What follows belongs to an exercise in optimizing a design on an open flow for small area and a short achievable clock period; a production flow would make more cautious choices. Function was not checked in any run shown here: the RTL went through the layout flow alone. Power is estimated from default activity; no workload was simulated.

**design/flow/run.sh**
```bash
#!/bin/bash
# synth_recipe.tcl (not shown) runs the flow's synth.tcl, then flattens the netlist and writes it again
# the make line also repeats each setting of config.mk as NAME=value (left out here)
make -C /OpenROAD-flow-scripts/flow DESIGN_CONFIG=/design/flow/config.mk WORK_HOME=/design/flow/orfs CLKGATE_MAP_FILE= SYNTH_SCRIPT=/design/flow/synth_recipe.tcl finish
```
**design/flow/config.mk**
```make
export PLATFORM = sky130hd
export DESIGN_NAME = RISCuva0
export DESIGN_NICKNAME = RISCuva0
export VERILOG_FILES = /design/flow/design.v
export SDC_FILE = /design/flow/constraint.sdc
export NUM_CORES = 4
export LEC_CHECK = 0
export CAP_MARGIN = 20
export CORE_MARGIN = 2
export CORE_UTILIZATION = 40
export SETUP_SLACK_MARGIN = 3.0
export SLEW_MARGIN = 20
```
**design/flow/constraint.sdc**
```tcl
create_clock -name core_clock -period 7.0 [get_ports {clk}]
set_input_delay 1.4000 -clock core_clock [delete_from_list [all_inputs] [get_ports {clk}]]
set_output_delay 1.4000 -clock core_clock [all_outputs]
set_load 0.01 [all_outputs]
```
**design/flow/design.v**
```verilog
`timescale 1ns / 1ps
module RISCuva0 ( clk, reset,
                  progAddress, progData, progReset,
                  dataIn, dataOut,
                  portAddress, portRead, portWrite,
                  intReq, intAck );
    input        clk, reset;
    output [9:0] progAddress;
    input [13:0] progData;
    output       progReset;
    input  [7:0] dataIn;
    output [7:0] dataOut;
    output [7:0] portAddress;
    output       portRead;
    output       portWrite;
    input        intReq;
    output       intAck;
    wire [1:0] opA = progData[13:12];
    wire [1:0] opB = progData[11:10];
    wire [1:0] opC = progData[9:8];
    wire [3:0] rM  = progData[7:4];
    wire [3:0] rN  = progData[3:0];
    wire [9:0] immAddr = progData[9:0];
    wire [7:0] immData = progData[11:4];
    wire MISC = (opA == 2'b00);
    wire JP   = (opA == 2'b01);
    wire LOAD = (opA == 2'b10);
    wire ALU  = (opA == 2'b11);
    wire rets    = MISC & (opB == 2'b10);
    wire onRet   = rets & ~opC[1];               
    wire isRETI  = rets & (opC == 2'b01);
    wire isDI    = rets & (opC == 2'b10);
    wire isEI    = rets & (opC == 2'b11);
    wire isCALL  = MISC & (opB == 2'b00);
    wire writeRF = opA[1];                       
    logic [7:0]  rf [0:15];
    logic [11:0] stackMem [0:15];
    logic [3:0]  SP;
    logic [9:0]  PC;
    logic [7:0]  nextPort;
    logic        zeroFlag, carryFlag;
    logic        userEI, intAckR, callingIRQ;
    wire [7:0] busN = rf[rN];
    wire [7:0] busM = rf[rM];
    assign portRead  = ALU & (opB == 2'b11);
    assign portWrite = MISC & (opB == 2'b11);
    assign dataOut   = busN;
    assign portAddress = (opC == 2'b00) ? busM :
                         (opC == 2'b01) ? nextPort : {3'b111, progData[8:4]};
    assign intAck = intAckR;
    logic [7:0] logicALU;
    logic       logicCarry;
    always_comb
        case (opC)
            2'b00: begin logicALU = busM;           logicCarry = carryFlag; end
            2'b01: begin logicALU = busN ~^ busM;   logicCarry = carryFlag; end
            2'b10: begin logicALU = busN | busM;    logicCarry = 1'b0;      end
            default: begin logicALU = busN & busM;  logicCarry = 1'b1;      end
        endcase
    wire       isSub = opC[1];
    wire [7:0] altM  = isSub ? ~busM : busM;
    wire       cin   = opC[0] ? (isSub ? ~carryFlag : carryFlag) : isSub;
    wire [8:0] sum   = {1'b0, busN} + {1'b0, altM} + {8'b0, cin};
    wire [7:0] arithALU   = sum[7:0];
    wire       arithCarry = isSub ? ~sum[8] : sum[8];
    wire [7:0] hx = busN ^ altM;
    wire [7:0] ho = busN | altM;
    wire       arithZero = ~(hx[0] ^ cin) & ((hx[7:1] ^ ho[6:0]) == 7'b0);
    logic [7:0] shiftALU;
    logic       shiftCarry;
    always_comb
        case (opC)
            2'b00: {shiftALU, shiftCarry} = {busN[7], busN};
            2'b01: {shiftALU, shiftCarry} = {carryFlag, busN};
            2'b10: {shiftALU, shiftCarry} = {busN[0], busN};
            default: {shiftALU, shiftCarry} = {busN[6:0], busN[7], busN[7]};
        endcase
    logic [7:0] aluRes;
    logic       aluZero;
    always_comb
        case (opB)
            2'b00: begin aluRes = logicALU; aluZero = (logicALU == 8'h00); end
            2'b01: begin aluRes = arithALU; aluZero = arithZero;            end
            2'b10: begin aluRes = shiftALU; aluZero = (shiftALU == 8'h00); end
            default: begin aluRes = dataIn; aluZero = (dataIn == 8'h00);    end
        endcase
    wire [7:0] dataBus  = opA[0] ? aluRes  : immData;
    wire       dataZero = opA[0] ? aluZero : (immData == 8'h00);
    always @(posedge clk)
        for (int i = 0; i < 16; i++)
            if (reset && i < 2)
                rf[i] <= (i == 1) ? 8'd1 : 8'd0;
            else if (~reset && writeRF && rN == i)
                rf[i] <= dataBus;
    always @(posedge clk)
        if (reset)
            nextPort <= 8'd0;
        else if (portRead | portWrite)
            nextPort <= portAddress + 8'd1;
    wire mayIRQ   = ~(rets | portWrite | portRead);
    wire validIRQ = intReq & ~intAckR & userEI & mayIRQ;
    always @(posedge clk) begin
        if (reset)     userEI <= 1'b0;
        else if (isDI) userEI <= 1'b0;
        else if (isEI) userEI <= 1'b1;
        if (reset)         intAckR <= 1'b0;
        else if (validIRQ) intAckR <= 1'b1;
        else if (isRETI)   intAckR <= 1'b0;
        if (reset) callingIRQ <= 1'b0;
        else       callingIRQ <= validIRQ;
    end
    wire [3:0]  SPm1     = SP - 4'd1;
    wire [11:0] stackTop = stackMem[SPm1];
    always @(posedge clk)
        if (isRETI)
            {carryFlag, zeroFlag} <= stackTop[11:10];
        else begin
            if (writeRF)
                zeroFlag <= dataZero;
            if (ALU & (opB != 2'b11))
                carryFlag <= (opB == 2'b00) ? logicCarry :
                             (opB == 2'b10) ? shiftCarry : arithCarry;
        end
    logic validFlag;
    always_comb
        case (opB)
            2'b00: validFlag =  zeroFlag;
            2'b01: validFlag = ~zeroFlag;
            2'b10: validFlag =  carryFlag;
            default: validFlag = ~carryFlag;
        endcase
    wire       onJump = (MISC & ~opB[1]) | (JP & validFlag);
    wire [9:0] incrPC = callingIRQ ? PC : PC + 10'd1;
    wire [9:0] nextPC = onJump ? {immAddr[9:1], immAddr[0] | callingIRQ} :
                        onRet  ? stackTop[9:0] : incrPC;
    always @(posedge clk)
        if (reset) PC <= 10'd0;
        else       PC <= nextPC;
    assign progAddress = nextPC;
    assign progReset   = reset | validIRQ;
    always @(posedge clk)
        if (reset)       SP <= 4'd0;
        else if (isCALL) SP <= SP + 4'd1;
        else if (onRet)  SP <= SPm1;
    always @(posedge clk)
        if (isCALL)
            stackMem[SP] <= {carryFlag, zeroFlag, incrPC};
endmodule
```
==> results of run 1 <==
-- through the flow --
stage	setup slack, ps	area (sq um)	util (%)	total power, mW	cells
floorplan	1870	18300	-	2.93	1369
global placement	714	19300	44.0	3.18	1977
detailed placement	666	19400	44.1	3.18	1977
CTS	2360	24200	55.2	5.45	2252
global route	2230	25000	56.9	5.71	2294
finish	2340	25000	56.9	5.54	2294
-- power by group --
part | internal [mW] | switching [mW]
Combinational | 0.620 | 0.671
Sequential | 2.31 | 0.0209
Clock | 1.06 | 0.850
Total | 4.00 | 1.54
-- worst reg2reg max path: cells and delay by family (launching register included) --
family / cells / cell delay (ps)
AO/OA/AOI/OAI: 5 / 1000
multiplexers: 2 / 830
adder cells (fa/ha/maj): 2 / 830
flip-flops: 1 / 410
AND/OR/NAND/NOR: 4 / 370
buffers and inverters: 1 / 200
XOR/XNOR: 1 / 150
-- cells in the final DEF, fill, tap and decap left out, types with 17 or more instances in the layout --
cell type | Yosys | routed
buf_4 | 12 | 196
buf_16 | 0 | 18
nand3b_1 | 17 | 17
mux4_2 | 69 | 69
edfxtp_1 | 306 | 306
inv_1 | 50 | 24
nand3_1 | 45 | 43
nand2_1 | 75 | 65
clkbuf_16 | 0 | 39
mux2i_1 | 47 | 34
o21ai_0 | 46 | 20
nor2_1 | 99 | 76
buf_12 | 0 | 40
ha_1 | 34 | 28
dfxtp_1 | 41 | 38
and3_1 | 24 | 21
a21oi_1 | 54 | 33
xnor2_1 | 29 | 18
buf_6 | 2 | 64
-- sequential cells by signal (all words and copies together), names as in the netlist --
register    cells
intAckR         1
PC             10
carryFlag       1
stackMem      192
nextPort        8
callingIRQ      1
rf            128
zeroFlag        1
SP              4
userEI          1
-- layout make-up --
cell class	count	area [sq um]	area share, %
repair buffers	359	3970	15.9
well taps	592	741	2.96
clock buffers	46	1000	4.00
clock inverters	20	175	0.701
flip-flops and latches	347	10000	40.1
repair inverters	3	21.3	0.0851
inverters	55	284	1.14
multi-input cells	872	8790	35.2
-- what timing repair did --
item	CTS	global route
setup buffers	185	41
endpoints found under the hold margin	0	0
cloned	24	1
pin swaps	102	66
setup endpoints to repair	162	155
resized for setup	522	89
-- routing by layer --
layer | vias up | global-route usage [%] | share of wire [%]
met2 | 856 | 44.6 | 47
met1 | 7245 | 34.6 | 38
met3 | 280 | 5.83 | 8.4
li1 | 5966 | - | -
met4 | 0 | 17.3 | 7.0
met5 | - | 0 | 0
-- cell families after synthesis --
family,synth area share [%]
muxes,12.4
buffers and inverters,3.85
DFF,56.5
and+or+nand+nor,11.0
adders and majority gates,2.63
xor gates and xnor gates,2.05
AOI/OAI and AO/OA,11.6
-- worst max path at each step --
stage               slack [ps]             end        start  cells after the start
global route              2230        rf[8][6]  progData[6]                     17
global placement           710       rf[10][6]  progData[2]                     15
finish                    2340        rf[8][6]  progData[6]                     19
detailed placement         670       rf[15][6]  progData[2]                     15
CTS                       2360  portAddress[3]  progData[4]                     10
floorplan                 1870       rf[10][6]  progData[4]                     16
==> summary.md, run 1 <==
| Metric | Value |
|---|---|
| Placeable core region | between 40000 and 50000 sq um |
| Worst r2r src | rf[2][0] |
| Post-route DRC | 0 |
| Worst endpoint data arrival time | between 4000 and 5000 ps |
| Global-route wire length before repair | about 95 mm |
| Post-layout minimum cycle time | about 4700 ps |
| Kind of cell with the highest combined delay on the critical path | compound AO/OA/AOI/OAI gates |
| Clock latency on the worst-skew pair | around 570 ps |
| Final setup violating endpoints | 0 |
| TritonCTS clock tree | yes |
| Portion of the clock cycle consumed by the worst path in the final layout | between 60% and 70% |
| Vias per cell | 6.25 |
| # H-tree levels | 2 |
| Critical register-to-register path endpoint | rf[8][6] |
| Transition time of the tightest slew-check pin | between 1000 and 1500 ps |
| Part of the Yosys area used for sequential elements | 56.5% |
| Detailed-routing iteration count for the pre-antenna-repair pass | 5 |
| Worst Path Class, Setup | input port to register |
| Gate count after technology mapping | 1369 |
| Antenna violations before repair | 0 |
| Buffers and inverters on the worst path | 5 |
| Vertical die dimension | ~210 um |
| Clock transition at the register clock pins on the worst setup and hold paths after CTS | 60 ps |
| Chain of cells forming the critical path | buf_12 -> clkinvlp_4 -> buf_6 -> buf_6 -> o21ai_2 -> a21o_1 -> a21oi_2 -> o32a_4 -> xnor2_4 -> fa_2 -> fa_2 -> nor2b_4 -> o21a_1 -> nand2_2 -> o31ai_4 -> mux2_4 -> a2111oi_4 -> buf_6 -> nor3_4 |
| Synth area leader | edfxtp_1 |
| Longest Clk Path Bufs | 3 |
| Fraction of final layout cells sized beyond drive strength 1 | 44.4% |
| Lkg Pwr | approximately 8.9 nW |
| Vias in the first global route | around 14000 |
| Width of the die | 215 um |
| Slowest library cell on the worst path | fa_2 |
| Internal reg-to-reg setup slack | about 2900 ps |
| Worst hold-check slack | about 470 ps |
| Cell Area, Synth | around 18000 sq um |
| Port Buffer Count | 54 |
| Cell with the most instances after synthesis | edfxtp_1 |
| Asr flop ratio synth | 0% |
| Count of cells along the worst hold path | 2 |
| Final weighted congestion of routability-driven global placement | slightly below 1 |
| Final antenna-violating net count | 0 |
| Critical Path Fanout Max | 7 |
| WP data required | approximately 7200 ps |
| Fmax achieved | 214 MHz |
| Number of enable-type register cells in the synthesized netlist | roughly 300 |
| # diodes | 0 |
| Number of placed I/O pins | 55 |
| Dominant register cell in the synthesized netlist | edfxtp_1 |
| Slew margin rel. | between 10% and 20% |
| Iteration-0 DRC Markers | 1703 |
| Global routing usage summed across all routing layers | between 20% and 30% |
| Launching element type of the critical path | input port |
| Net count of the finished layout | 1737 |
| Post-DP HPWL | 37.9 mm |
| Cell type with the highest occurrence count on the critical path | buf_6 |
| Post-synthesis to final-layout area growth | 41.0% |
| Cells on worst reg2reg path | 15 |
| Hold Buf Count CTS | 0 |
| Outcome | finished clean |
| Largest cells by area after synthesis | edfxtp_1, mux4_2, dfxtp_1, mux2i_1, ha_1 |
| Total gr overflow | 0 |
| Longest individual stage delay on the worst path | 430 ps |
| Setup tns final | 0 ps |
| Synth warnings | 2 |
| Drt total wl | 65.8 mm |
| Max Transition Viols Final | 0 |
| Sink of the worst hold path | nextPort[1] |
| Class of the tightest hold or removal check | register to register |
| Largest vdd supply drop | between 0.0002 and 0.00025 V |
| Type of destination of the critical path | register |
| Per-cell routed wire length | ~29 um |
| Filler cells | around 3500 |
| Number of buffers created by CTS | 38 |
| Initial core utilization | between 40% and 50% |
| Power Density | around 220 nW/um^2 |
| Max-cap violations | 0 |
| Hold_sp | nextPort[1] |
| Net count after synthesis | ~1400 |
| Final hold viol count | 0 |
| Total via count after detailed routing | around 14000 |
| Maximum number of pins on one net before global-route repair | 40 |
| Top post-synthesis cells by count | edfxtp_1, nor2_1, nand2_1 |
| Clock Root Buffer | clkbuf_16 |
| Std-Cell Rows | 77 |
| Total Die Area | between 40000 and 50000 sq um |
| Setup skew after layout | 37.7 ps |
| Setup repair after global routing missed its margin | yes |
| Total of flip-flops plus latches after synthesis | around 350 |
| Library cells used by synthesis | 100 |
| TritonCTS sink count | 347 |
| Post-Syn Area per Cell | about 13 sq um |
| Area share of the leading cell type in the synthesized netlist | around 52% |
==> run 2: changes to the inputs <==
--- a/design/flow/config.mk
+++ b/design/flow/config.mk
@@ -10,3 +10,2 @@
 export CORE_UTILIZATION = 40
-export SETUP_SLACK_MARGIN = 3.0
 export SLEW_MARGIN = 20
==> summary.md, run 2 <==
| Metric | Value |
|---|---|
| Global-route wire length before repair | 80.7 mm |
| Final hold viol count | 0 |
| # H-tree levels | 2 |
| Longest Clk Path Bufs | 3 |
| Vias in the first global route | about 12000 |
| Total of flip-flops plus latches after synthesis | ~350 |
| Hold Buf Count CTS | 0 |
| Post-layout minimum cycle time | ~5900 ps |
| Type of destination of the critical path | output port |
| Net count after synthesis | 1430 |
| Total via count after detailed routing | 12600 |
| Vertical die dimension | 215 um |
| Max-cap violations | 0 |
| Number of flip-flops under the largest register name | roughly 190 |
| Per-cell routed wire length | ~27 um |
| # diodes | 0 |
| Number of buffers created by CTS | 39 |
| Setup repair after global routing missed its margin | no |
| Detailed-routing iteration count for the pre-antenna-repair pass | 5 |
| Total setup buffers inserted after CTS | 0 |
| Register containing the most flip-flops in the final layout | stackMem |
| Post-route DRC | 0 |
| Lkg Pwr | 6.94 nW |
| Largest vdd supply drop | about 0.00020 V |
| Final setup violating endpoints | 0 |
| Worst setup margin | approximately 1100 ps |
| Maximum number of pins on one net before global-route repair | 53 |
| Net count of the finished layout | 1500 |
| Share of the core filled with cells | roughly 46% |
| Width of the die | 215 um |
| Setup WS pre-CTS | 803 ps |
| Final weighted congestion of routability-driven global placement | 0.987 |
| Clock Root Buffer | clkbuf_16 |
| Placeable core region | between 40000 and 50000 sq um |
| Filler cells | just under 4000 |
| Post-Syn Area per Cell | around 13 sq um |
| Leading cell type in the layout, fill and taps excluded | edfxtp_1 |
| Setup tns final | 0 ps |
| TritonCTS clock tree | yes |
| Gate count after technology mapping | 1369 |
| Top library cells by usage in the layout, fill and taps aside | edfxtp_1, nor2_1, nand2_1 |
| Global routing usage summed across all routing layers | a little under a quarter |
| Largest cells by area after synthesis | edfxtp_1, mux4_2, dfxtp_1, mux2i_1, ha_1 |
| Launching element type of the critical path | input port |
| Cell with the most instances after synthesis | edfxtp_1 |
| Number of enable-type register cells in the synthesized netlist | a little over 300 |
| Slew margin rel. | 28.2% |
| Fraction of final layout cells sized beyond drive strength 1 | 18.4% |
| Synth warnings | 2 |
| Power Density | about 250 nW/um^2 |
| Worst endpoint data arrival time | roughly 4500 ps |
| Post-DP HPWL | around 37 mm |
| Class of the tightest hold or removal check | register to register |
| Antenna violations before repair | 0 |
| Std-Cell Rows | 77 |
| Drt total wl | about 55 mm |
| Iteration-0 DRC Markers | between 1500 and 2000 |
| Post-synthesis to final-layout area growth | 15.1% |
| Max Transition Viols Final | 0 |
| Outcome | finished clean |
| Synth area leader | edfxtp_1 |
| Port Buffer Count | 54 |
| Number of placed I/O pins | 55 |
| Setup skew after layout | 30.4 ps |
| WP data required | 5600 ps |
| Part of the Yosys area used for sequential elements | between 50 and 60% |
| TritonCTS sink count | 347 |
| Total Die Area | 46000 sq um |
| Fmax achieved | 169 MHz |
| Clock transition at the register clock pins on the worst setup and hold paths after CTS | ~60 ps |
| Total gr overflow | 0 |
| Transition time of the tightest slew-check pin | ~1100 ps |
| Asr flop ratio synth | 0% |
| Number of resized instances in the post-cts repair step | 0 |
| Critical Path Fanout Max | 20 |
| Final antenna-violating net count | 0 |
| Dominant register cell in the synthesized netlist | edfxtp_1 |
| Cell Area, Synth | between 15000 and 20000 sq um |
| Portion of the clock cycle consumed by the worst path in the final layout | 84.5% |
| Area share of the leading cell type in the synthesized netlist | 51.8% |
| Vias per cell | 6.10 |
| Library cells used by synthesis | 100 |
| Top post-synthesis cells by count | edfxtp_1, nor2_1, nand2_1 |
| Largest registers | stackMem x192, rf x128, PC x10 |
| Worst Path Class, Setup | input port to output port |
| Clock latency on the worst-skew pair | about 570 ps |
| Initial core utilization | between 40% and 50% |
==> run 2: final timing paths <==
check / cells past startpoint / end / slack, ps / startpoint
setup / recovery: 9 / portAddress[4] / 1080 / progData[6]
hold / removal: 2 / nextPort[1] / 460 / nextPort[1]
setup reg to reg: 15 / rf[5][7] / 2440 / rf[13][1]
hold reg to reg: 2 / nextPort[1] / 460 / nextPort[1]
==> run 2: critical path, cell delays in order <==
cell and delay [ps]:
buf_2 390, buf_4 330, or3b_2 510, o22ai_1 430, nor4_1 150, a31o_2 340
o21a_1 240, inv_1 140, clkdlybuf4s50_1 580
==> run 2: layer usage <==
| layer | GRT usage [%] | vias up | share of wire (%) |
|---|---|---|---|
| met5 | 0 | - | 0 |
| met4 | 11.4 | 0 | 4.9 |
| met3 | 3.94 | 143 | 7.7 |
| met2 | 37.4 | 620 | 46 |
| met1 | 31.8 | 6341 | 41 |
| li1 | - | 5456 | - |
==> run 2: power by group <==
group          total, mW  leakage [nW]  switching (mW)  internal [mW]
Sequential          2.33          3.11          0.0179           2.31
Clock               1.95         0.587           0.840           1.11
Combinational      0.794          3.24           0.479          0.315
==> run 2: logic make-up (layout without fill, tap and decap cells) <==
family                     count (synthesis)  count (layout)  synth area share [%]
DFF                                      347             347                  56.5
xor gates and xnor gates                  39              39                  2.05
muxes                                    131             131                  12.4
and+or+nand+nor                          382             382                  11.0
AOI/OAI and AO/OA                        280             280                  11.6
adders and majority gates                 36              36                  2.63
buffers and inverters                    154             252                  3.85
==> run 2: cell type report <==
type	instances	area [sq um]	area share, %
clock buffer	47	1020	4.98
multi-input combinational	868	7160	35.1
tap	592	741	3.63
sequential	347	10000	49.1
clock inverter	22	179	0.877
timing repair buffer	128	1100	5.38
inverter	55	206	1.01
==> run 2: through the flow <==
stage | cell area (sq um) | power [mW] | std cells | hold WS, ps
2_1_floorplan | 17700 | 2.88 | 1369 | 432
6_report | 20400 | 5.08 | 2059 | 465
5_1_grt | 20400 | 5.26 | 2059 | 492
4_1_cts | 20300 | 5.10 | 2058 | 468
3_3_place_gp | 19100 | 3.15 | 1989 | 446
3_5_place_dp | 19100 | 3.15 | 1989 | 460
==> run 3: changes to the inputs <==
--- a/design/flow/design.v
+++ b/design/flow/design.v
@@ -62,7 +62,19 @@
     wire       cin   = opC[0] ? (isSub ? ~carryFlag : carryFlag) : isSub;
-    wire [8:0] sum   = {1'b0, busN} + {1'b0, altM} + {8'b0, cin};
-    wire [7:0] arithALU   = sum[7:0];
-    wire       arithCarry = isSub ? ~sum[8] : sum[8];
     wire [7:0] hx = busN ^ altM;
     wire [7:0] ho = busN | altM;
+    wire [7:0] g0 = busN & altM;
+    wire [7:0] p0 = hx;
+    wire [7:0] g1, p1, g2, p2, g3, p3;
+    assign g1[0] = g0[0];              assign p1[0] = p0[0];
+    assign g1[7:1] = g0[7:1] | (p0[7:1] & g0[6:0]);
+    assign p1[7:1] = p0[7:1] & p0[6:0];
+    assign g2[1:0] = g1[1:0];          assign p2[1:0] = p1[1:0];
+    assign g2[7:2] = g1[7:2] | (p1[7:2] & g1[5:0]);
+    assign p2[7:2] = p1[7:2] & p1[5:0];
+    assign g3[3:0] = g2[3:0];          assign p3[3:0] = p2[3:0];
+    assign g3[7:4] = g2[7:4] | (p2[7:4] & g2[3:0]);
+    assign p3[7:4] = p2[7:4] & p2[3:0];
+    wire [8:1] c = g3 | (p3 & {8{cin}});
+    wire [7:0] arithALU   = hx ^ {c[7:1], cin};
+    wire       arithCarry = isSub ? ~c[8] : c[8];
     wire       arithZero = ~(hx[0] ^ cin) & ((hx[7:1] ^ ho[6:0]) == 7'b0);
@@ -111,4 +123,4 @@
     end
-    wire [3:0]  SPm1     = SP - 4'd1;
-    wire [11:0] stackTop = stackMem[SPm1];
+    wire [3:0]  SPp1     = SP + 4'd1;
+    wire [11:0] stackTop = stackMem[SP];
     always @(posedge clk)
@@ -141,8 +153,8 @@
     always @(posedge clk)
-        if (reset)       SP <= 4'd0;
-        else if (isCALL) SP <= SP + 4'd1;
-        else if (onRet)  SP <= SPm1;
+        if (reset)       SP <= 4'd15;
+        else if (isCALL) SP <= SPp1;
+        else if (onRet)  SP <= SP - 4'd1;
     always @(posedge clk)
         if (isCALL)
-            stackMem[SP] <= {carryFlag, zeroFlag, incrPC};
+            stackMem[SPp1] <= {carryFlag, zeroFlag, incrPC};
 endmodule
--- a/design/flow/config.mk
+++ b/design/flow/config.mk
@@ -10,2 +10,3 @@
 export CORE_UTILIZATION = 40
+export SETUP_SLACK_MARGIN = 2.6
 export SLEW_MARGIN = 20
==> summary.md, run 3 <==
| Metric | Value |
|---|---|
| Largest family of logic cells by synthesized area | simple AND/OR/NAND/NOR gates |
| Global routing usage summed across all routing layers | a little over a quarter |
| Lkg Pwr | 8.78 nW |
| Std-Cell Rows | 77 |
| Cell Area, Synth | 17800 sq um |
| Adder-cell share of the synthesized area | around 2.9% |
| Placeable core region | roughly 44000 sq um |
| Class of the tightest hold or removal check | register to register |
| Final antenna-violating net count | 0 |
| Max Transition Viols Final | 0 |
| Critical Path Fanout Max | 10 |
| Synth area leader | edfxtp_1 |
| Vertical die dimension | 215 um |
| TritonCTS sink count | ~350 |
| Final hold viol count | 0 |
| Cell with the most instances after synthesis | edfxtp_1 |
| # diodes | 0 |
| Number of placed I/O pins | 55 |
| Count of cells along the worst hold path | 2 |
| Vias in the first global route | around 14000 |
| WP data required | roughly 5600 ps |
| Total of flip-flops plus latches after synthesis | about 350 |
| Top post-synthesis cells by count | edfxtp_1, nor2_1, nand2_1 |
| Longest Clk Path Bufs | 3 |
| Total Die Area | 46200 sq um |
| Total via count after detailed routing | about 14000 |
| Iteration-0 DRC Markers | 2065 |
| Library cells used by synthesis | 84 |
| Setup repair after global routing missed its margin | yes |
| Power Density | between 200 and 250 nW/um^2 |
| Setup tns final | 0 ps |
| # H-tree levels | 2 |
| Portion of the clock cycle consumed by the worst path in the final layout | roughly two thirds |
| Antenna violations before repair | 0 |
| Final weighted congestion of routability-driven global placement | between 0.9 and 1 |
| Mux contribution to synthesized area | between 10% and 20% |
| Largest registers | stackMem x192, rf x128, PC x10 |
| Net count after synthesis | ~1500 |
| Transition time of the tightest slew-check pin | about 990 ps |
| Outcome | finished clean |
| Register containing the most flip-flops in the final layout | stackMem |
| Largest vdd supply drop | between 0.0002 and 0.00025 V |
| Largest cells by area after synthesis | edfxtp_1, mux4_2, dfxtp_1, ha_1, mux2i_1 |
| Clock transition at the register clock pins on the worst setup and hold paths after CTS | around 60 ps |
| Initial core utilization | 40.4% |
| Leading cell type in the layout, fill and taps excluded | edfxtp_1 |
| TritonCTS clock tree | yes |
| Post-synthesis share of cell area spent on xor and xnor gates | approximately 2.0% |
| Post-layout minimum cycle time | about 4600 ps |
| Fraction of final layout cells sized beyond drive strength 1 | 36.8% |
| Cell Count Post-Placement | around 2000 |
| Global-route wire length before repair | 91.1 mm |
| Number of flip-flops under the largest register name | roughly 190 |
| Asr flop ratio synth | 0% |
| Part of the Yosys area used for sequential elements | 56.7% |
| Number of buffers created by CTS | 39 |
| Post-Syn Area per Cell | ~13 sq um |
| Number of enable-type register cells in the synthesized netlist | roughly 310 |
| Gate count after technology mapping | 1403 |
| Max-cap violations | 0 |
| Post-route DRC | 0 |
| Setup skew after layout | about 36 ps |
| Filler cells | 3630 |
| Net count of the finished layout | ~1700 |
| Top library cells by usage in the layout, fill and taps aside | edfxtp_1, buf_4, nand2_1 |
| Area share of the leading cell type in the synthesized netlist | approximately half |
| Width of the die | about 220 um |
| Fmax achieved | 217 MHz |
| Post-synthesis to final-layout area growth | 34.8% |
| Clock latency on the worst-skew pair | 570 ps |
| Cells on worst reg2reg path | 15 |
| Fin area | approximately 24000 sq um |
| Compound-Gate Fraction of Synth Area | 11.1% |
| Final setup violating endpoints | 0 |
| Clock Root Buffer | clkbuf_16 |
| Worst Path Class, Setup | input port to output port |
| Worst endpoint data arrival time | between 3000 and 4000 ps |
| Dominant register cell in the synthesized netlist | edfxtp_1 |
| Detailed-routing iteration count for the pre-antenna-repair pass | 8 |
| Type of destination of the critical path | output port |
| Launching element type of the critical path | input port |
| Cell Count, Final, Fillers Out | about 2300 |
| Vias per cell | ~6.3 |
| Synthesized-area fraction occupied by and/or/nand/nor cells | 12.2% |
| Slew margin rel. | 33.7% |
| Post-DP HPWL | roughly 38 mm |
| Placed Instance Area | about 19000 sq um |
| Maximum number of pins on one net before global-route repair | 38 |
| Port Buffer Count | between 50 and 60 |
| Per-cell routed wire length | between 20 and 30 um |
| Total gr overflow | 0 |
| Drt total wl | approximately 65 mm |
| Synth warnings | 2 |
## run 3: changes by cell type in the layout (fill, tap and decap cells not counted), moves of 18 or more
cell | previous run | this run
buf_6 | 0 | 27
buf_4 | 72 | 162
clkdlybuf4s50_1 | 48 | 13
buf_16 | 1 | 21
nor2_1 | 92 | 74
buf_12 | 1 | 22
a21oi_1 | 54 | 32
## run 3: what timing repair did
item / in CTS / in global routing
pin swaps: 59 / 52
endpoints found under the hold margin: 0 / 0
endpoints found under the setup margin: 159 / 128
gates cloned: 21 / 8
buffers inserted: 96 / 56
hold buffers: 0 / 0
gates resized for setup: 379 / 112
## run 3: per-layer routing
| layer | track usage [%] | share of wire, % |
|---|---|---|
| met5 | 0 | 0 |
| met4 | 12.6 | 5.6 |
| met3 | 4.59 | 10 |
| met2 | 40.9 | 45 |
| met1 | 36.3 | 39 |
## run 3: path summary, 6_finish.rpt
path / start / endpoint / slack, ps
worst max-delay path: progData[5] / portAddress[2] / 2380
worst min-delay path: intAckR / intAckR / 480
worst max register to register: rf[12][2] / rf[0][4] / 3090
worst min register to register: intAckR / intAckR / 480
## run 3: cell families (layout without fill, tap and decap cells)
kind of cell,Yosys count,in the layout
flops,351,351
simple gates,407,409
fa+ha+maj,41,41
buf+inv,159,424
mux,117,117
xor+xnor,41,41
compound gates,287,287
## run 3: layout make-up
class / instances / area (sq um) / area share (%)
Timing Repair inverter: 2 / 15.0 / 0.0626
Clock inverter: 24 / 213 / 0.886
Sequential cell: 351 / 10100 / 42.1
Clock buffer: 47 / 1050 / 4.36
Inverter: 65 / 273 / 1.14
Multi-Input combinational cell: 895 / 8340 / 34.8
Tap cell: 592 / 741 / 3.09
Timing Repair Buffer: 286 / 3280 / 13.6
## run 3: critical path: stages
cell	delay, ps
buf_16	140
mux2_2	360
a32o_1	260
nor4_4	370
a21oi_4	150
a221oi_4	300
inv_1	90
buf_6	130
## run 3: power breakdown
part           internal, mW  switching [mW]
clock                  1.13           0.902
combinational         0.484           0.594
sequential             2.34          0.0309
## run 3: through the flow
stage                     power [mW]  util [%]  setup slack, ps  hold WS (ps)
after detailed placement        3.15      43.5             1090           477
after floorplan                 2.89         -             2120           447
final                           5.48      54.4             2380           475
after global placement          3.14      43.4             1050           467
after global routing            5.64      54.4             2350           523
after CTS                       5.36      51.7             2460           489
==> run 4: changes to the inputs <==
--- a/design/flow/config.mk
+++ b/design/flow/config.mk
@@ -10,3 +10,3 @@
 export CORE_UTILIZATION = 40
-export SETUP_SLACK_MARGIN = 2.6
+export SETUP_SLACK_MARGIN = 2.0
 export SLEW_MARGIN = 20
==> summary.md, run 4 <==
| Metric | Value |
|---|---|
| Transition time of the tightest slew-check pin | about 970 ps |
| Leading cell type in the layout, fill and taps excluded | edfxtp_1 |
| Setup repair after global routing missed its margin | yes |
| Critical Path Fanout Max | 20 |
| Library cells used by synthesis | between 80 and 90 |
| Outcome | finished clean |
| Cell with the most instances after synthesis | edfxtp_1 |
| Drt total wl | approximately 57 mm |
| Number of placed I/O pins | between 50 and 60 |
| Class of the tightest hold or removal check | register to register |
| Net count of the finished layout | around 1600 |
| Clock Root Buffer | clkbuf_16 |
| Post-layout minimum cycle time | 5000 ps |
| Synth area leader | edfxtp_1 |
| Slowest library cell on the worst path | clkdlybuf4s50_1 |
| Chain of cells forming the critical path | buf_12 -> buf_8 -> nor2_1 -> a21oi_1 -> o32a_1 -> a31oi_4 -> o21ai_2 -> inv_1 -> clkdlybuf4s50_1 |
| Total via count after detailed routing | roughly 13000 |
| Largest cells by area after synthesis | edfxtp_1, mux4_2, dfxtp_1, ha_1, mux2i_1 |
| Worst endpoint data arrival time | 3600 ps |
| Filler cells | 3958 |
| Cell Area, Synth | between 15000 and 20000 sq um |
| Hold Buf Count CTS | 0 |
| Final setup violating endpoints | 0 |
| Clock transition at the register clock pins on the worst setup and hold paths after CTS | around 50 ps |
| Placed Instance Area | around 19000 sq um |
| Cells on worst reg2reg path | 15 |
| Synth warnings | 2 |
| Dominant register cell in the synthesized netlist | edfxtp_1 |
| # H-tree levels | 2 |
| Register containing the most flip-flops in the final layout | stackMem |
| Number of flip-flops under the largest register name | around 190 |
| Post-Syn Area per Cell | between 10 and 15 sq um |
| Longest individual stage delay on the worst path | between 500 and 600 ps |
| Vias per cell | between 6 and 7 |
| Placeable core region | about 44000 sq um |
| Slew margin rel. | between 30% and 40% |
| Top post-synthesis cells by count | edfxtp_1, nor2_1, nand2_1 |
| Asr flop ratio synth | 0% |
| Number of enable-type register cells in the synthesized netlist | between 300 and 400 |
| Port Buffer Count | 54 |
| Std-Cell Rows | 77 |
| Setup tns final | 0 ps |
| Post-DP HPWL | about 38 mm |
| Final antenna-violating net count | 0 |
| Fraction of final layout cells sized beyond drive strength 1 | a little under a quarter |
| TritonCTS sink count | 351 |
| Iteration-0 DRC Markers | between 1000 and 1500 |
| Width of the die | approximately 220 um |
| Fin area | between 20000 and 25000 sq um |
| Number of buffers created by CTS | 38 |
| Power Density | roughly 240 nW/um^2 |
| Global-route wire length before repair | 84.6 mm |
| TritonCTS clock tree | yes |
| Total power after layout | 5.22 mW |
| Largest vdd supply drop | 0.000204 V |
| Per-cell routed wire length | roughly 27 um |
| Vias in the first global route | 13000 |
| Fmax achieved | between 150 and 200 MHz |
| Worst Path Class, Setup | input port to output port |
| Setup skew after layout | ~24 ps |
| Type of destination of the critical path | output port |
| Detailed-routing iteration count for the pre-antenna-repair pass | 5 |
| Antenna violations before repair | 2 |
| Count of cells along the worst hold path | 2 |
| Part of the total power dissipated in sequential elements | between 40% and 50% |
| Post-route DRC | 0 |
| Post-synthesis to final-layout area growth | 20.1% |
| Initial core utilization | about two fifths |
| Combinational group share of total power | 15.6% |
| Clock latency on the worst-skew pair | 560 ps |
| Top library cells by usage in the layout, fill and taps aside | edfxtp_1, buf_4, nor2_1 |
| Total of flip-flops plus latches after synthesis | 351 |
| Vertical die dimension | between 200 and 250 um |
| Max-cap violations | 0 |
| Total Die Area | 46200 sq um |
| Global routing usage summed across all routing layers | 24.4% |
| Area share of the leading cell type in the synthesized netlist | ~52% |
| Lkg Pwr | 7.63 nW |
| Clk network pwr share | 38.9% |
| Longest Clk Path Bufs | 3 |
| Setup WS pre-CTS | approximately 710 ps |
| Final hold viol count | 0 |
| Maximum number of pins on one net before global-route repair | 38 |
| Portion of the clock cycle consumed by the worst path in the final layout | a little under three quarters |
| Total gr overflow | 0 |
| Gate count after technology mapping | about 1400 |
| WP data required | roughly 5600 ps |
| Launching element type of the critical path | input port |
| Worst hold-check slack | 475 ps |
| Final weighted congestion of routability-driven global placement | 0.988 |
| Largest registers | stackMem x192, rf x128, PC x10 |
| Max Transition Viols Final | 0 |
| Part of the Yosys area used for sequential elements | 56.7% |
| Switching part of the total | a little over a quarter |
| Net count after synthesis | between 1000 and 1500 |
| # diodes | 0 |
| Worst setup margin | between 1500 and 2000 ps |
| Net switching component of the power | 1.38 mW |
| Int Pwr | roughly 3.8 mW |
## run 4: cell types whose count changed in the layout (fill, tap and decap cells not counted), sizes merged, moves of 2 or more
cell           before  now
inv                65   60
dlymetal6s2s        0    4
clkdlybuf4s50      13   25
bufbuf              7    1
clkbuf             58   56
dlygate4sd2         2   13
bufinv              1    3
buf               251  123
clkinv             19   12
## run 4: power groups by stage
stage | logic [mW] | clock network (mW) | registers [mW]
after global routing | 0.870 | 2.13 | 2.38
after CTS | 0.779 | 2.05 | 2.37
after global placement | 0.720 | 0 | 2.42
after floorplan | 0.481 | 0 | 2.40
after detailed placement | 0.720 | 0 | 2.42
final | 0.815 | 2.03 | 2.37
## run 4: logic make-up (layout without fill, tap and decap cells)
kind of cell | Yosys count | in the layout | synth area share (%)
AOI/OAI and AO/OA | 287 | 287 | 11.1
xor gates and xnor gates | 41 | 41 | 2.02
adders and majority gates | 41 | 41 | 2.92
buffers and inverters | 159 | 305 | 3.91
DFF | 351 | 351 | 56.7
muxes | 117 | 117 | 11.1
and+or+nand+nor | 407 | 409 | 12.2
## run 4: layout make-up
type / instances / area, sq um / share of cell area [%]
repair buffers: 170 / 1620 / 7.57
clock inverters: 15 / 203 / 0.947
flip-flops and latches: 351 / 10100 / 47.2
multi-input cells: 895 / 7420 / 34.7
clock buffers: 55 / 1040 / 4.88
inverters: 65 / 265 / 1.24
well taps: 592 / 741 / 3.46
## run 4: critical path, delay by kind of cell
kind | cells | cell delay [ps]
compound gates | 4 | 840
simple gates | 1 | 370
buf+inv | 4 | 960
## run 4: final timing paths
path | start | end | slack (ps)
min reg2reg | userEI | userEI | 480
max | progData[5] | portAddress[3] | 2000
min | userEI | userEI | 480
max reg2reg | rf[4][5] | rf[14][7] | 2790
## run 4: metrics by stage
stage	std cells	util (%)
finish	2143	48.5
global route	2143	48.5
CTS	2139	47.9
detailed placement	2026	43.5
global placement	2026	43.5
floorplan	1403	-
## run 4: what timing repair did
| action | CTS | global route |
|---|---|---|
| buffers inserted | 39 | 3 |
| setup endpoints to repair | 121 | 73 |
| gates resized for setup | 123 | 48 |
| pin swaps | 14 | 2 |
| cloned | 4 | 1 |
## run 4: metal layers
metal,global-route usage [%],vias up,share of wire (%)
li1,-,5668,-
met4,9.36,2,3.9
met1,33.1,6618,42
met5,0,-,0.026
met2,39.6,608,47
met3,3.84,130,7.1
==> run 5: changes to the inputs <==
--- a/design/flow/config.mk
+++ b/design/flow/config.mk
@@ -7,2 +7,3 @@
 export LEC_CHECK = 0
+export ABC_AREA = 1
 export CAP_MARGIN = 20
==> summary.md, run 5 <==
| Metric | Value |
|---|---|
| Outcome | finished clean |
| Portion of the clock cycle consumed by the worst path in the final layout | between 70% and 80% |
| Top library cells by usage in the layout, fill and taps aside | nand2_1, edfxtp_1, nor2_1 |
| Top post-synthesis cells by count | nand2_1, edfxtp_1, nor2_1 |
| Transition time of the tightest slew-check pin | roughly 1200 ps |
| Total of flip-flops plus latches after synthesis | around 350 |
| Port Buffer Count | 54 |
| TritonCTS clock tree | yes |
| Detailed-routing iteration count for the pre-antenna-repair pass | 7 |
| Post-layout minimum cycle time | about 5000 ps |
| Setup repair after global routing missed its margin | yes |
| Largest registers | stackMem x192, rf x128, PC x10 |
| Worst r2r src | rf[9][1] |
| Final setup violating endpoints | 0 |
| Critical register-to-register path endpoint | rf[2][4] |
| Net count after synthesis | 1991 |
| Hold_sp | rf[0][7] |
| Setup tns final | 0 ps |
| Slew margin rel. | about a fifth |
| Clock Root Buffer | clkbuf_16 |
| Number of flip-flops under the largest register name | around 190 |
| Max-cap violations | 0 |
| Fraction of final layout cells sized beyond drive strength 1 | 13.6% |
| Antenna violations before repair | 0 |
| Power Density | approximately 240 nW/um^2 |
| Vias in the first global route | 14100 |
| TritonCTS sink count | 351 |
| Vias per cell | about 5.5 |
| Std-Cell Rows | 76 |
| Worst endpoint data arrival time | around 3600 ps |
| Final weighted congestion of routability-driven global placement | between 1 and 1.5 |
| Final antenna-violating net count | 0 |
| Total Die Area | about 46000 sq um |
| Cells on worst reg2reg path | 16 |
| Longest Clk Path Bufs | 3 |
| Placeable core region | ~43000 sq um |
| Total via count after detailed routing | approximately 15000 |
| Cell with the most instances after synthesis | nand2_1 |
| Clock transition at the register clock pins on the worst setup and hold paths after CTS | roughly 50 ps |
| Int Pwr | 3.72 mW |
| Clock latency on the worst-skew pair | about 540 ps |
| Post-route DRC | 0 |
| Gate count after technology mapping | 1925 |
| Net count of the finished layout | 2098 |
| Sink of the worst hold path | rf[0][7] |
| Worst Path Class, Setup | input port to output port |
| Initial core utilization | roughly two fifths |
| Per-cell routed wire length | roughly 22 um |
| Width of the die | approximately 210 um |
| Post-DP HPWL | ~40 mm |
| Worst hold-check slack | 473 ps |
| Leading cell type in the layout, fill and taps excluded | nand2_1 |
| # diodes | 0 |
| # H-tree levels | 2 |
| Post-synthesis to final-layout area growth | 18.8% |
| Net switching component of the power | ~1.4 mW |
| Total gr overflow | 0 |
| Type of destination of the critical path | output port |
| Final hold viol count | 0 |
| Synth area leader | edfxtp_1 |
| Class of the tightest hold or removal check | register to register |
| Critical Path Fanout Max | 6 |
| Part of the Yosys area used for sequential elements | between 50% and 60% |
| Global routing usage summed across all routing layers | about a quarter |
| Drt total wl | about 57 mm |
| Launching element type of the critical path | input port |
| Global-route wire length before repair | between 80 and 90 mm |
| Switching part of the total | a little over a quarter |
| Post-Syn Area per Cell | a little over 9 sq um |
| Vertical die dimension | between 200 and 250 um |
| Setup skew after layout | between 10 and 15 ps |
| Dominant register cell in the synthesized netlist | edfxtp_1 |
| Fmax achieved | approximately 200 MHz |
| Max Transition Viols Final | 0 |
| Launching instance or port of the critical path | progData[2] |
| Count of cells along the worst hold path | 2 |
| Library cells used by synthesis | 45 |
| Number of buffers created by CTS | 38 |
| Combinational group share of total power | 14.2% |
| Asr flop ratio synth | 0% |
| Iteration-0 DRC Markers | ~1400 |
| Synth warnings | 2 |
| Area share of the leading cell type in the synthesized netlist | 52.3% |
| Largest cells by area after synthesis | edfxtp_1, nand2_1, nor2_1, dfxtp_1, nand3_1 |
| WP data required | 5600 ps |
| Lkg Pwr | a little over 8 nW |
| Number of placed I/O pins | between 50 and 60 |
| Number of enable-type register cells in the synthesized netlist | ~300 |
| Cell Area, Synth | between 15000 and 20000 sq um |
| Maximum number of pins on one net before global-route repair | 97 |
| Clk network pwr share | 39.5% |
| Register containing the most flip-flops in the final layout | stackMem |
| Internal reg-to-reg setup slack | 3440 ps |
| Largest vdd supply drop | 0.000169 V |
| Part of the total power dissipated in sequential elements | a little under half |
run 5: cell count changes after synthesis, sizes merged, moves of 63 or more:
cell,change
inv,+84
mux4,-63
nor2,+167
nand2,+465
nand3,+105
o21ai,+81
run 5: worst max-delay path by stage:
| stage | to | slack [ps] | cells past startpoint |
|---|---|---|---|
| 2_1_floorplan | rf[10][6] | 2740 | 22 |
| 3_3_place_gp | progAddress[6] | 710 | 12 |
| 3_5_place_dp | progAddress[6] | 680 | 12 |
| 4_1_cts | portAddress[4] | 1920 | 12 |
| 5_1_grt | portAddress[3] | 1970 | 12 |
| 6_report | dataOut[7] | 2040 | 13 |
run 5: cells by family after synthesis:
logic type | synth area share [%]
and+or+nand+nor | 23.8
xor gates and xnor gates | 1.35
DFF | 57.4
AOI/OAI and AO/OA | 9.52
adders and majority gates | 2.96
buffers and inverters | 4.91
run 5: final cells by class:
| type | instances | area (sq um) |
|---|---|---|
| fillers | 4126 | 22300 |
| flip-flops and latches | 351 | 10100 |
| multi-input cells | 1356 | 7100 |
| repair buffers | 136 | 1120 |
| clock buffers | 45 | 1030 |
| well taps | 585 | 732 |
| inverters | 149 | 592 |
| clock inverters | 24 | 213 |
run 5: worst max-delay path: stages:
cell             delay, ps
buf_2                  190
inv_4                  130
nand2_2                170
nor2_4                 270
nand2_1                160
nand2_1                100
nor2_1                  40
nand2_1                140
inv_1                   60
nand2_1                110
nand2_1                130
inv_2                  120
clkdlybuf4s50_1        540
run 5: power by group through the flow:
stage                     sequential, mW  combinational [mW]  clock [mW]
after floorplan                     2.38               0.435           0
after global placement              2.39               0.675           0
after detailed placement            2.39               0.679           0
after CTS                           2.35               0.705        2.03
after global routing                2.35               0.793        2.12
final                               2.35               0.722        2.00
run 5: what timing repair did:
item	CTS	global route
pin swaps	20	17
resized for setup	141	41
hold buffers	0	0
endpoints found under the hold margin	0	0
buffers inserted	29	11
setup endpoints to repair	139	86
run 5: stage by stage:
stage	setup slack [ps]	instances	power, mW	area, sq um	utilization (%)
CTS	1920	2635	5.08	20700	48.0
detailed placement	680	2537	3.07	18900	43.8
global placement	714	2537	3.06	18900	43.8
finish	2040	2646	5.07	20900	48.4
global route	1970	2646	5.26	20900	48.4
floorplan	2740	1925	2.82	17600	-
run 5: per-layer routing:
layer / track usage [%] / share of wire, %
met4: 11.6 / 4.6
met2: 42.2 / 48
met1: 32.2 / 41
met3: 4.23 / 6.8
met5: 0 / 0
==> run 6: changes to the inputs <==
==> design/flow/flow/run.sh (new file) <==
#!/bin/bash
# Standard layout, with plain buffers on the ports instead of the delay cells
# buffer_ports picks by default.
set -euo pipefail
bash standard.sh "BUFFER_PORTS_ARGS=-buffer_cell sky130_fd_sc_hd__buf_1" finish > standard.log 2>&1
==> design/flow/standard.sh (new file) <==
#!/bin/bash
# synth_recipe.tcl (not shown) runs the flow's synth.tcl, then flattens the netlist and writes it again
# the make line also repeats each setting of config.mk as NAME=value (left out here)
make -C /OpenROAD-flow-scripts/flow DESIGN_CONFIG=/design/flow/config.mk WORK_HOME=/design/flow/orfs CLKGATE_MAP_FILE= SYNTH_SCRIPT=/design/flow/synth_recipe.tcl "${@:-finish}"
--- a/design/flow/config.mk
+++ b/design/flow/config.mk
@@ -10,3 +10,3 @@
 export CORE_MARGIN = 2
-export CORE_UTILIZATION = 40
+export CORE_UTILIZATION = 50
 export SETUP_SLACK_MARGIN = 2.0
removed: design/flow/run.sh
==> summary.md, run 6 <==
| Metric | Value |
|---|---|
| Outcome | finished clean |
| Leading cell type in the layout, fill and taps excluded | nand2_1 |
| Total via count after detailed routing | ~14000 |
| Lkg Pwr | slightly below 8 nW |
| Slew margin rel. | about 27% |
| Final hold viol count | 0 |
| TritonCTS sink count | around 350 |
| Port Buffer Count | 54 |
| Total power after layout | ~5.0 mW |
| Setup skew after layout | ~14 ps |
| Library cells used by synthesis | between 40 and 50 |
| Setup WS pre-CTS | 1130 ps |
| Total of flip-flops plus latches after synthesis | 351 |
| Hold_sp | rf[0][1] |
| Cells on worst reg2reg path | 19 |
| Post-Syn Area per Cell | 9.13 sq um |
| Fmax achieved | 196 MHz |
| Vias per cell | between 5 and 6 |
| Clock transition at the register clock pins on the worst setup and hold paths after CTS | around 60 ps |
| Synth warnings | 2 |
| Initial core utilization | 50.9% |
| Final antenna-violating net count | 0 |
| Largest vdd supply drop | 0.000290 V |
| Per-cell routed wire length | ~23 um |
| Internal reg-to-reg setup slack | approximately 3500 ps |
| Portion of the clock cycle consumed by the worst path in the final layout | around 73% |
| Area share of the leading cell type in the synthesized netlist | around 52% |
| Global routing usage summed across all routing layers | between 30% and 40% |
| Vertical die dimension | between 150 and 200 um |
| Worst Path Class, Setup | input port to output port |
| Power Density | roughly 250 nW/um^2 |
| Clock Root Buffer | clkbuf_16 |
| Count of cells along the worst hold path | 2 |
| Global-route wire length before repair | 83.4 mm |
| Maximum number of pins on one net before global-route repair | 54 |
| Fin area | about 20000 sq um |
| Fraction of final layout cells sized beyond drive strength 1 | ~10% |
| Cell with the most instances after synthesis | nand2_1 |
| Iteration-0 DRC Markers | 1415 |
| Int Pwr | approximately 3.7 mW |
| Critical Path Fanout Max | 9 |
| Worst endpoint data arrival time | 3700 ps |
| Type of destination of the critical path | output port |
| Detailed-routing iteration count for the pre-antenna-repair pass | 6 |
| Largest cells by area after synthesis | edfxtp_1, nand2_1, nor2_1, dfxtp_1, nand3_1 |
| Register containing the most flip-flops in the final layout | stackMem |
| Longest individual stage delay on the worst path | slightly above 400 ps |
| Buffers and inverters on the worst path | 4 |
| Sink of the worst hold path | rf[0][1] |
| # diodes | 0 |
| Net count after synthesis | 1991 |
| Clk network pwr share | 39.6% |
| Gate count after technology mapping | 1925 |
| Kind of cell with the highest combined delay on the critical path | simple AND/OR/NAND/NOR gates |
| Drt total wl | 57.3 mm |
| Class of the tightest hold or removal check | register to register |
| Width of the die | around 190 um |
| Net count of the finished layout | about 2100 |
| Asr flop ratio synth | 0% |
| Filler cells | roughly 3100 |
| # H-tree levels | 2 |
| Placed Instance Area | ~18000 sq um |
| Total gr overflow | 0 |
| Post-route DRC | 0 |
| Worst hold-check slack | 472 ps |
| Setup tns final | 0 ps |
| Longest Clk Path Bufs | 3 |
| Top post-synthesis cells by count | nand2_1, edfxtp_1, nor2_1 |
| Worst r2r src | rf[8][2] |
| Cell type with the highest occurrence count on the critical path | nand2_1 |
| Setup repair after global routing missed its margin | yes |
| Placeable core region | 34500 sq um |
| Switching part of the total | roughly a quarter |
| Vias in the first global route | 13700 |
| Largest registers | stackMem x192, rf x128, PC x10 |
| Part of the total power dissipated in sequential elements | between 40% and 50% |
| TritonCTS clock tree | yes |
| Dominant register cell in the synthesized netlist | edfxtp_1 |
| Slowest library cell on the worst path | nor2_2 |
| Transition time of the tightest slew-check pin | 1080 ps |
| Cell Area, Synth | between 15000 and 20000 sq um |
| Antenna violations before repair | 1 |
| Synth area leader | edfxtp_1 |
| Chain of cells forming the critical path | buf_1 -> nand2_2 -> nor2_2 -> nand2_1 -> nand2_1 -> inv_1 -> nand2_1 -> nor2_1 -> nand2_1 -> nand2_1 -> inv_1 -> buf_1 |
| Final weighted congestion of routability-driven global placement | roughly 1.0 |
| Max Transition Viols Final | 0 |
| Top library cells by usage in the layout, fill and taps aside | nand2_1, edfxtp_1, nor2_1 |
| Number of placed I/O pins | 55 |
| Total Die Area | between 30000 and 40000 sq um |
| WP data required | between 5000 and 6000 ps |
| Net switching component of the power | between 1 and 1.5 mW |
| Critical register-to-register path endpoint | rf[7][5] |
| Combinational group share of total power | 13.4% |
| Launching element type of the critical path | input port |
| Number of enable-type register cells in the synthesized netlist | between 300 and 400 |
| Clock latency on the worst-skew pair | between 500 and 600 ps |
| Hold Buf Count CTS | 0 |
| Number of buffers created by CTS | 37 |
| Final setup violating endpoints | 0 |
| Part of the Yosys area used for sequential elements | ~57% |
| Post-DP HPWL | about 40 mm |
| Worst setup margin | 1900 ps |
| Std-Cell Rows | just under 70 |
| Post-synthesis to final-layout area growth | 13.4% |
| Post-layout minimum cycle time | 5100 ps |
| Number of flip-flops under the largest register name | 192 |
| Max-cap violations | 0 |
run 6: area by class of cell:
class / instances / area (sq um) / area share, %
Tap cell: 455 / 569 / 2.86
Timing Repair Buffer: 104 / 609 / 3.06
Multi-Input combinational cell: 1357 / 6850 / 34.4
Sequential cell: 351 / 10100 / 50.7
Clock buffer: 47 / 995 / 4.99
Clock inverter: 21 / 223 / 1.12
Inverter: 149 / 572 / 2.87
run 6: kinds of logic (layout without fill, tap and decap cells):
logic type | after synthesis | in the layout | synth area share (%)
buffers and inverters | 218 | 321 | 4.91
AOI/OAI and AO/OA | 281 | 281 | 9.52
xor gates and xnor gates | 27 | 27 | 1.35
and+or+nand+nor | 1007 | 1008 | 23.8
DFF | 351 | 351 | 57.4
adders and majority gates | 41 | 41 | 2.96
run 6: power by group through the flow:
| stage | Combinational (mW) | Clock, mW | Sequential [mW] |
|---|---|---|---|
| after floorplan | 0.435 | 0 | 2.38 |
| after global placement | 0.645 | 0 | 2.39 |
| after detailed placement | 0.648 | 0 | 2.39 |
| after CTS | 0.657 | 2.00 | 2.35 |
| after global routing | 0.740 | 2.07 | 2.35 |
| final | 0.673 | 1.98 | 2.35 |
run 6: layer usage:
| layer | global-route usage, % | share of wire [%] |
|---|---|---|
| met5 | 0 | 0.021 |
| met4 | 15.1 | 5.0 |
| met3 | 4.02 | 6.8 |
| met2 | 53.6 | 49 |
| met1 | 38.9 | 39 |
run 6: worst max path at each step:
stage | from | endpoint | slack [ps] | depth (start not counted)
4_1_cts | progData[11] | progAddress[5] | 1980 | 13
6_report | progData[1] | dataOut[6] | 1900 | 12
5_1_grt | progData[3] | dataOut[7] | 1880 | 12
2_1_floorplan | progData[2] | rf[10][6] | 2740 | 22
3_3_place_gp | progData[5] | rf[4][5] | 1270 | 24
3_5_place_dp | progData[5] | rf[10][5] | 1130 | 24
run 6: metrics by stage:
stage | utilization (%) | std cells
global route | 57.7 | 2484
finish | 57.7 | 2484
floorplan | - | 1925
global placement | 53.3 | 2404
detailed placement | 53.3 | 2404
CTS | 57.2 | 2476
run 6: what timing repair did:
action | CTS | global route
resized for setup | 22 | 21
setup buffers | 3 | 8
pin swaps | 1 | 0
endpoints found under the setup margin | 101 | 131
cloned | 1 | 0
run 6: worst reg2reg max path, cell delays in order (launching register included):
cell and delay (ps):
edfxtp_1 450, o211ai_1 240, nand3_1 130, nor2_1 160, nand2_1 140, nand2_2 180
inv_1 110, ha_1 390, nand2_1 110, inv_1 60, nand2_1 50, nand2_1 40
nor2_1 110, o21ai_1 120, a31oi_1 200, nand2_1 70, nand2_1 60, o21ai_0 80
o21ai_1 190, nand2_2 260
==> run 7: changes to the inputs <==
--- a/design/flow/config.mk
+++ b/design/flow/config.mk
@@ -11,2 +11,4 @@
 export CORE_UTILIZATION = 50
+export CTS_BUF_LIST = sky130_fd_sc_hd__clkbuf_4 sky130_fd_sc_hd__clkbuf_8
+export CTS_CLUSTER_SIZE = 20
 export SETUP_SLACK_MARGIN = 2.0
==> summary.md, run 7 <==
| Metric | Value |
|---|---|
| Met3 Track Usage GR | about 5% |
| Hold Buf Count CTS | 0 |
| Worst endpoint data arrival time | 3540 ps |
| Internal reg-to-reg setup slack | between 3000 and 4000 ps |
| Setup repair after global routing missed its margin | no |
| Kind of cell with the highest combined delay on the critical path | simple AND/OR/NAND/NOR gates |
| Final setup violating endpoints | 0 |
| Largest cells by area after synthesis | edfxtp_1, nand2_1, nor2_1, dfxtp_1, nand3_1 |
| Launching element type of the critical path | input port |
| WP data required | around 5600 ps |
| Number of enable-type register cells in the synthesized netlist | a little over 300 |
| Part of the Yosys area used for sequential elements | a little under three fifths |
| Portion of the clock cycle consumed by the worst path in the final layout | 70.6% |
| TritonCTS sink count | between 300 and 400 |
| Max Transition Viols Final | 0 |
| Drt total wl | ~58 mm |
| Clock Root Buffer | clkbuf_8 |
| Total of flip-flops plus latches after synthesis | roughly 350 |
| Width of the die | about 190 um |
| Outcome | finished clean |
| Vias in the first global route | about 14000 |
| Port Buffer Count | 54 |
| Library cells used by synthesis | between 40 and 50 |
| Post-synthesis to final-layout area growth | 13.7% |
| Placeable core region | approximately 35000 sq um |
| Iteration-0 DRC Markers | about 1400 |
| Register containing the most flip-flops in the final layout | stackMem |
| Slew margin rel. | between 20% and 30% |
| Worst Path Class, Setup | input port to output port |
| Type of destination of the critical path | output port |
| Global-route wire length before repair | roughly 84 mm |
| Fin area | ~20000 sq um |
| Vias per cell | between 5 and 6 |
| Cell with the most instances after synthesis | nand2_1 |
| Final hold viol count | 0 |
| Chain of cells forming the critical path | buf_1 -> inv_2 -> nand2_2 -> nor2_2 -> nand2_1 -> nand2_1 -> inv_1 -> nand2_1 -> nor2_1 -> nand2_1 -> nand2_1 -> inv_1 -> buf_1 |
| Total via count after detailed routing | roughly 15000 |
| Global routing usage summed across all routing layers | between 30% and 40% |
| Fraction of final layout cells sized beyond drive strength 1 | around an eighth |
| Setup WS pre-CTS | around 1100 ps |
| Asr flop ratio synth | 0% |
| Leading cell type in the layout, fill and taps excluded | nand2_1 |
| Final antenna-violating net count | 0 |
| Synth warnings | 2 |
| Post-DP HPWL | 40.0 mm |
| Maximum number of pins on one net before global-route repair | 54 |
| Area share of the leading cell type in the synthesized netlist | about 52% |
| Initial core utilization | between 50% and 60% |
| Power Density | around 250 nW/um^2 |
| Number of flip-flops under the largest register name | 192 |
| Number of buffers created by CTS | 57 |
| Largest registers | stackMem x192, rf x128, PC x10 |
| Critical Path Fanout Max | 6 |
| Worst setup margin | roughly 2000 ps |
| Clock latency on the worst-skew pair | between 600 and 700 ps |
| Top library cells by usage in the layout, fill and taps aside | nand2_1, edfxtp_1, nor2_1 |
| Cell Area, Synth | 17600 sq um |
| Net count of the finished layout | ~2100 |
| Fmax achieved | ~200 MHz |
| Synth area leader | edfxtp_1 |
| Largest vdd supply drop | about 0.00016 V |
| Longest Clk Path Bufs | 3 |
| Post-layout minimum cycle time | 4940 ps |
| Total Die Area | 36700 sq um |
| Final weighted congestion of routability-driven global placement | between 1 and 1.5 |
| # H-tree levels | 2 |
| Dominant register cell in the synthesized netlist | edfxtp_1 |
| Buffers and inverters on the worst path | 5 |
| Total gr overflow | 0 |
| Post-route DRC | 0 |
| Top post-synthesis cells by count | nand2_1, edfxtp_1, nor2_1 |
| Slowest library cell on the worst path | nand2_1 |
| Share of the core filled with cells | 57.8% |
| Number of placed I/O pins | 55 |
| Detailed-routing iteration count for the pre-antenna-repair pass | 5 |
| Transition time of the tightest slew-check pin | 1090 ps |
| TritonCTS clock tree | yes |
| Lkg Pwr | between 7 and 8 nW |
| Placed Instance Area | about 18000 sq um |
| GRT busiest layer | met2 |
| Cell type with the highest occurrence count on the critical path | nand2_1 |
| Setup skew after layout | 16.5 ps |
| Longest individual stage delay on the worst path | around 320 ps |
| Std-Cell Rows | between 60 and 70 |
| Clock transition at the register clock pins on the worst setup and hold paths after CTS | 60 ps |
| Antenna violations before repair | 0 |
| Net count after synthesis | between 1500 and 2000 |
| Vertical die dimension | approximately 190 um |
| Fraction of met2 tracks used by global routing | 53.7% |
| Class of the tightest hold or removal check | register to register |
| Per-cell routed wire length | roughly 23 um |
| Max-cap violations | 0 |
| Gate count after technology mapping | roughly 1900 |
| Fraction of met1 tracks used by global routing | between 30% and 40% |
| Post-Syn Area per Cell | slightly above 9 sq um |
| Setup tns final | 0 ps |
[run 7: cell counts after synthesis]
No cell type changed its count.
[run 7: logic make-up after synthesis]
family	after synthesis	share of synthesized area, %
flip-flops	351	57.4
buffers and inverters	218	4.91
AND/OR/NAND/NOR	1007	23.8
XOR/XNOR	27	1.35
adder cells (fa/ha/maj)	41	2.96
AO/OA/AOI/OAI	281	9.52
[run 7: layout make-up]
| class | count | area [sq um] |
|---|---|---|
| timing repair buffer | 103 | 594 |
| clock buffer | 90 | 1090 |
| multi-input combinational | 1357 | 6900 |
| fill | 3155 | 14600 |
| sequential | 351 | 10100 |
| clock inverter | 16 | 163 |
| tap | 455 | 569 |
| inverter | 149 | 572 |
| antenna | 1 | 2.50 |
[run 7: power breakdown]
group	internal [mW]	switching [mW]
registers	2.33	0.0212
logic	0.189	0.484
clock network	1.10	0.827
total	3.61	1.33
[run 7: per-layer routing]
metal	part of all wire, %	wire length, um	vias to the layer above
met5	0	0	-
met4	5.7	3290	0
met3	7.1	4080	173
met2	49	28000	648
met1	39	22300	6982
li1	-	-	6766
[run 7: path summary, 6_finish.rpt]
kind	startpoint	endpoint	cells past startpoint
setup / recovery	progData[3]	dataOut[6]	13
hold / removal	rf[0][6]	rf[0][6]	2
setup reg to reg	rf[8][2]	rf[4][5]	19
hold reg to reg	rf[0][6]	rf[0][6]	2
[run 7: tightest hold or removal path: stages (launching register included)]
cell	delay, ps
dfxtp_1	310
nand3_1	70
nand2_1	50
[run 7: what timing repair did]
| action | in CTS | in global routing |
|---|---|---|
| gates resized for setup | 17 | 39 |
| gates cloned | 1 | 0 |
| setup buffers | 3 | 7 |
| pin swaps | 1 | 5 |
| endpoints found under the setup margin | 98 | 118 |
[run 7: per-stage QoR]
step                      cells  power (mW)  hold slack, ps
after detailed placement   2404        3.04             462
after floorplan            1925        2.82             450
after global routing       2521        5.12             488
final                      2522        4.95             478
after global placement     2404        3.04             459
after CTS                  2514        4.95             474
==> run 8: changes to the inputs <==
==> design/flow/flow/run.sh (replaced) <==
#!/bin/bash
# Standard layout, except that the ports get plain buffers of a chosen size
# (inputs and outputs separately) instead of the delay cells buffer_ports
# picks by default.
set -euo pipefail
here=$(pwd)
res=$here/orfs/results/sky130hd/RISCuva0/base
bash standard.sh synth floorplan > standard_floorplan.log 2>&1
cat > buffer_ports.tcl <<EOT
read_liberty \$::env(FLOW_HOME)/platforms/sky130hd/lib/sky130_fd_sc_hd__tt_025C_1v80.lib
read_db $res/2_floorplan.odb
read_sdc $res/2_floorplan.sdc
remove_buffers
buffer_ports -inputs -buffer_cell sky130_fd_sc_hd__buf_4
buffer_ports -outputs -buffer_cell sky130_fd_sc_hd__buf_2
write_db $res/2_floorplan.odb
EOT
openroad -no_init -exit buffer_ports.tcl > buffer_ports.log 2>&1
bash standard.sh DONT_BUFFER_PORTS=1 finish > standard_finish.log 2>&1
--- a/design/flow/config.mk
+++ b/design/flow/config.mk
@@ -11,4 +11,2 @@
 export CORE_UTILIZATION = 50
-export CTS_BUF_LIST = sky130_fd_sc_hd__clkbuf_4 sky130_fd_sc_hd__clkbuf_8
-export CTS_CLUSTER_SIZE = 20
 export SETUP_SLACK_MARGIN = 2.0
==> summary.md, run 8 <==
| Metric | Value |
|---|---|
| Total setup buffers inserted after CTS | 0 |
| Fmax achieved | 203 MHz |
| Number of flip-flops under the largest register name | between 150 and 200 |
| Cell with the most instances after synthesis | nand2_1 |
| Part of the total power dissipated in sequential elements | about 47% |
| Top library cells by usage in the layout, fill and taps aside | nand2_1, edfxtp_1, nor2_1 |
| Area share of the leading cell type in the synthesized netlist | 52.3% |
| Maximum number of pins on one net before global-route repair | between 60 and 70 |
| Std-Cell Rows | between 60 and 70 |
| Global-route wire length before repair | 83.7 mm |
| Internal reg-to-reg setup slack | 3150 ps |
| Asr flop ratio synth | 0% |
| Switching part of the total | a little over a quarter |
| Clock transition at the register clock pins on the worst setup and hold paths after CTS | approximately 60 ps |
| Global routing usage summed across all routing layers | a little under a third |
| Synthesized-area fraction occupied by and/or/nand/nor cells | roughly a quarter |
| Total Die Area | 36700 sq um |
| Clock latency on the worst-skew pair | 570 ps |
| Worst endpoint data arrival time | approximately 3500 ps |
| Critical register-to-register path endpoint | rf[15][4] |
| Number of enable-type register cells in the synthesized netlist | about 300 |
| Count of cells along the worst hold path | 2 |
| Placeable core region | roughly 35000 sq um |
| Net count after synthesis | about 2000 |
| Iteration-0 DRC Markers | around 1500 |
| Initial core utilization | between 50% and 60% |
| Final hold viol count | 0 |
| WP data required | roughly 5600 ps |
| Per-cell routed wire length | about 24 um |
| Post-route DRC | 0 |
| Slew margin rel. | ~16% |
| Cells on worst reg2reg path | 15 |
| Largest registers | stackMem x192, rf x128, PC x10 |
| Worst hold-check slack | 476 ps |
| # diodes | 0 |
| Compound-Gate Fraction of Synth Area | a little under a tenth |
| Setup tns final | 0 ps |
| Cell Area, Synth | 17600 sq um |
| Post-synthesis to final-layout area growth | 10.8% |
| Transition time of the tightest slew-check pin | roughly 1300 ps |
| Class of the tightest hold or removal check | register to register |
| Dominant register cell in the synthesized netlist | edfxtp_1 |
| Total via count after detailed routing | ~14000 |
| Power Density | about 260 nW/um^2 |
| Combinational group share of total power | about an eighth |
| Final antenna-violating net count | 0 |
| TritonCTS sink count | 351 |
| Clock Root Buffer | clkbuf_16 |
| Post-layout minimum cycle time | roughly 4900 ps |
| Lkg Pwr | slightly below 8 nW |
| Gate count after technology mapping | around 1900 |
| Synth area leader | edfxtp_1 |
| Post-synthesis share of cell area spent on xor and xnor gates | about 1.3% |
| Vias in the first global route | between 10000 and 15000 |
| Final setup violating endpoints | 0 |
| Setup repair after global routing missed its margin | no |
| Max Transition Viols Final | 0 |
| Outcome | finished clean |
| Drt total wl | around 57 mm |
| Critical Path Fanout Max | 11 |
| Net count of the finished layout | between 1500 and 2000 |
| Int Pwr | about 3.7 mW |
| Share of the core filled with cells | approximately 56% |
| # H-tree levels | 2 |
| Number of placed I/O pins | 55 |
| Type of destination of the critical path | output port |
| Register containing the most flip-flops in the final layout | stackMem |
| Number of buffers created by CTS | 38 |
| Antenna violations before repair | 0 |
| TritonCTS clock tree | yes |
| Detailed-routing iteration count for the pre-antenna-repair pass | 7 |
run 8: cell type report:
class                           count  area (sq um)
Sequential cell                   351         10100
Fill cell                        3139         15100
Clock buffer                       55          1070
Clock inverter                     15           161
Tap cell                          455           569
Multi-Input combinational cell   1357          6750
Inverter                          149           562
Timing Repair Buffer               35           263
run 8: critical path: stages:
cell	delay, ps
inv_1	100
nor2_2	390
inv_1	210
nor2_1	210
inv_1	190
nor2_2	570
o211ai_1	220
nand2_1	250
run 8: how the worst max path moves through the flow:
| stage | start | to | slack, ps | depth (start not counted) |
|---|---|---|---|---|
| final | progData[11] | progAddress[1] | 2070 | 8 |
| after global placement | progData[1] | rf[12][4] | 1730 | 17 |
| after global routing | register | progAddress[8] | 2020 | 9 |
| after CTS | progData[11] | progAddress[4] | 2180 | 9 |
| after detailed placement | progData[1] | rf[15][4] | 1760 | 16 |
| after floorplan | progData[2] | rf[10][6] | 2740 | 22 |
run 8: per-stage QoR:
stage                     cells  cell area (sq um)  worst slack, ps  power, mW
after floorplan            1925              17600             2740       2.82
after global placement     2344              18200             1730       3.00
after detailed placement   2344              18200             1760       3.01
after CTS                  2414              19400             2180       4.99
after global routing       2417              19500             2020       5.15
final                      2417              19500             2070       4.98
run 8: cell families after synthesis:
group / after synthesis
simple gates: 1007
fa+ha+maj: 41
xor+xnor: 27
compound gates: 281
buf+inv: 218
flops: 351
run 8: metal layers:
layer  wire, um  vias up  global-route usage, %  part of all wire, %
met5          0        -                      0                    0
met4       2850        0                   15.0                  5.0
met3       5120      173                   6.43                  8.9
met2      26700      713                   51.5                   47
met1      22600     6674                   39.6                   39
li1           -     6572                      -                    -
run 8: power by group through the flow:
stage          sequential (mW)  clock (mW)  combinational [mW]
2_1_floorplan             2.38           0               0.435
3_3_place_gp              2.39           0               0.613
3_5_place_dp              2.39           0               0.619
4_1_cts                   2.35        2.02               0.622
5_1_grt                   2.35        2.10               0.700
6_report                  2.35        2.00               0.632
run 8: timing repair:
action,CTS,global route
hold buffers,0,0
cloned,0,1
resized for setup,1,1
setup endpoints to repair,9,30
pin swaps,0,1
